Background: an optimization exercise with open tools, aiming at small area and a short achievable clock period. Do not read the settings as production practice.
Only simulation tests tie the RTL to the original design; equivalence was not proved.

Setup of build 29:
Design mac, start of the top module:
module mac(
    input [15:0] x1,
    input [15:0] x2,
    input clk,
    input rst,
    input en,
    output [39:0] y
    );
reg [39:0] S;
reg [31:0] C;
wire s1;
wire c2;
wire s3;
wire c4;
wire s5;
wire c6;
wire s7;
wire c8;
wire s9;
wire c10;
wire s11;
wire c12;
wire s13;
wire c14;
wire s15;
wire c16;
wire s17;
wire c18;
wire s19;
wire c20;
wire s21;
wire c22;
wire s23;
wire c24;
wire s25;
wire c26;
wire s27;
wire c28;
wire s29;
wire c30;
wire s31;
wire c32;
wire s33;
wire c34;
wire s35;
wire c36;
wire s37;
wire c38;
wire s39;
wire c40;
wire s41;
wire c42;
wire s43;
wire c44;
wire s45;
wire c46;
wire s47;
wire c48;
wire s49;
wire c50;
wire s51;
wire c52;
wire s53;
wire c54;
wire s55;
wire c56;
wire s57;
wire c58;
wire s59;
wire c60;
wire s61;
wire c62;
wire s63;
wire c64;
wire s65;
wire c66;
wire s67;
wire c68;
wire s69;
wire c70;
wire s71;
wire c72;
wire s73;
wire c74;
wire s75;
wire c76;
wire s77;
wire c78;
wire s79;
wire c80;
wire s81;
wire c82;
wire s83;
wire c84;
wire s85;
wire c86;
wire s87;
wire c88;
wire s89;
wire c90;
wire s91;
wire c92;
wire s93;
wire c94;
wire s95;
wire c96;
wire s97;
wire c98;
wire s99;
wire c100;
wire s101;
wire c102;
wire s103;
wire c104;
wire s105;
wire c106;
wire s107;
wire c108;
wire s109;
wire c110;
wire s111;
wire c112;
wire s113;
wire c114;
wire s115;
wire c116;
wire s117;
wire c118;
wire s119;
wire c120;
wire s121;
wire c122;
wire s123;
wire c124;
wire s125;
wire c126;
wire s127;
wire c128;
wire s129;
wire c130;
wire s131;
wire c132;
wire s133;
wire c134;
wire s135;
wire c136;
wire s137;
wire c138;
wire s139;
wire c140;
  ...
For scale: about 890 cells after synthesis, roughly 72 flip-flops, ~75 I/O pins, roughly 0.0090 mm² of cells after synthesis.
clock: 12.0 ns
lec_check: 0
abc_area: 1
cap_margin: 20
core_margin: 2
core_utilization: 60
cts_buf_list: sky130_fd_sc_hd__clkbuf_4 sky130_fd_sc_hd__clkbuf_8
setup_slack_margin: 5
slew_margin: 20
synth_hierarchical: 1
standard.sh (not shown) runs the stock make flow with config.mk's settings and CLKGATE_MAP_FILE= SYNTH_SCRIPT=/design/flow/synth_recipe.tcl, a recipe that flattens the netlist after the stock synthesis.
==> flow/flow/run.sh <==
#!/bin/bash
# The standard layout (standard.sh: ORFS synthesis to final layout) with a
# few extra ORFS settings; the clock, constraints and synthesis script are
# unchanged. Settings come from flow/params.sh:
#   MARGIN      setup slack that repair_timing aims for (ns)
#   PORTBUF     cell used to buffer every input and output port
#   EXTRA       further ORFS make variables
set -u
. flow/params.sh
bash standard.sh SETUP_SLACK_MARGIN=$MARGIN "BUFFER_PORTS_ARGS=-buffer_cell $PORTBUF" $EXTRA finish > standard.log 2>&1
==> flow/flow/params.sh <==
MARGIN=6.5
PORTBUF=sky130_fd_sc_hd__buf_1
EXTRA="ABC_LOAD_IN_FF=2 SKIP_LAST_GASP=1"
Build 29 ran to completion and came out clean on the timing, design-rule and antenna checks.
--- input diff build 29..build 36 ---
==> flow/flow/params.sh <==
MARGIN=6.6
PORTBUF=sky130_fd_sc_hd__buf_1
EXTRA="ABC_LOAD_IN_FF=2"
[summary]
Build 36 reached the end of the flow, and the finished layout is clean on the timing, design-rule and antenna checks.
The routed length per instance of build 36 exceeds that of build 29 by 0.21 µm.
Changes observed in build 36 relative to build 29: area occupied by multi-input gates +90 µm²; number of global-route vias before repair has increased.
Summary of the comparison: data arrival time of the critical path is lower in build 36, relative to build 29.
[build 36] number of nets in the finished design rose 26 relative to build 29
Input-level comparison between build 30 and build 36:
==> flow/flow/params.sh <==
MARGIN=6.5
PORTBUF=sky130_fd_sc_hd__buf_1
EXTRA=""
Results
Relative to build 36, portion of the clock cycle consumed by the worst path in the final layout has increased by 0.83 points in build 30. Core util | build 30 vs build 36 | build 30 lower. Post-layout worst setup margin delta for build 30 relative to build 36: 99 ps lower.
--- input diff build 30..build 35 ---
==> flow/flow/params.sh <==
MARGIN=6.8
PORTBUF=sky130_fd_sc_hd__buf_1
EXTRA="ABC_LOAD_IN_FF=2"
==> results.txt <==
Build 30 -> build 35: netlist area before placement flat. Build 35 vs. build 30: number of optimization iterations in the first detailed-route pass went down by 3. The critical path depth in build 35 sits 2 above the value recorded for build 30.
> inputs changed (build 35 -> build 73)
Settings: TNS_END_PERCENT: unset -> 5.
==> flow/flow/params.sh <==
MARGIN=6.7
PORTBUF=sky130_fd_sc_hd__buf_1
EXTRA="ABC_LOAD_IN_FF=2"
Findings:
Most heavily used metal layer in global routing = met2: build 35; most heavily used metal layer in global routing = met1: build 73
On vias after detailed routing, build 35 and build 73 are neck and neck.
The run showing the greater signal arrival time at the worst endpoint is build 73.
Relative to build 35, all-layer global routing usage decreased by 1.1 points in build 73.
Build 73 against build 35: multi-input combinational area share decreased 0.21 points, global-route wire length before repair decreased 3.7%.

-- port drivers added, routing unchanged --
The results above use ideal ports. As a check the final layouts listed here were re-extracted and re-timed, cells and wires unchanged. Step 1 assumes that a clkbuf_16 drives the clock port and a buf_2 every other input. Step 2 moves the port delays by t, midway between the first and last clock arrival at a register: inputs arrive t later, outputs are due t later. That takes back most of the time a late clock gives input paths. a / b / c = ideal / step 1 / step 2; a / b = the first two.
run	shift t [ns]	slack for setup (ns)	latest minus earliest clock arrival (ns)	worst slew at a driven data input, ns
build 29	0.418	6.592 / 6.574 / 6.182	0.013 / 0.013	0.04
build 36	0.418	6.673 / 6.673 / 6.272	0.014 / 0.014	0.04
build 30	0.406	6.574 / 6.589 / 6.183	0.010 / 0.010	0.03
build 35	0.404	6.754 / 6.775 / 6.370	0.014 / 0.015	0.05
build 73	0.411	6.692 / 6.708 / 6.297	0.012 / 0.013	0.04
After both steps every run listed still meets setup and hold. For build 29, which loses most, drivers alone change the setup slack by -0.018 ns; drivers and shift together by -0.410 ns.
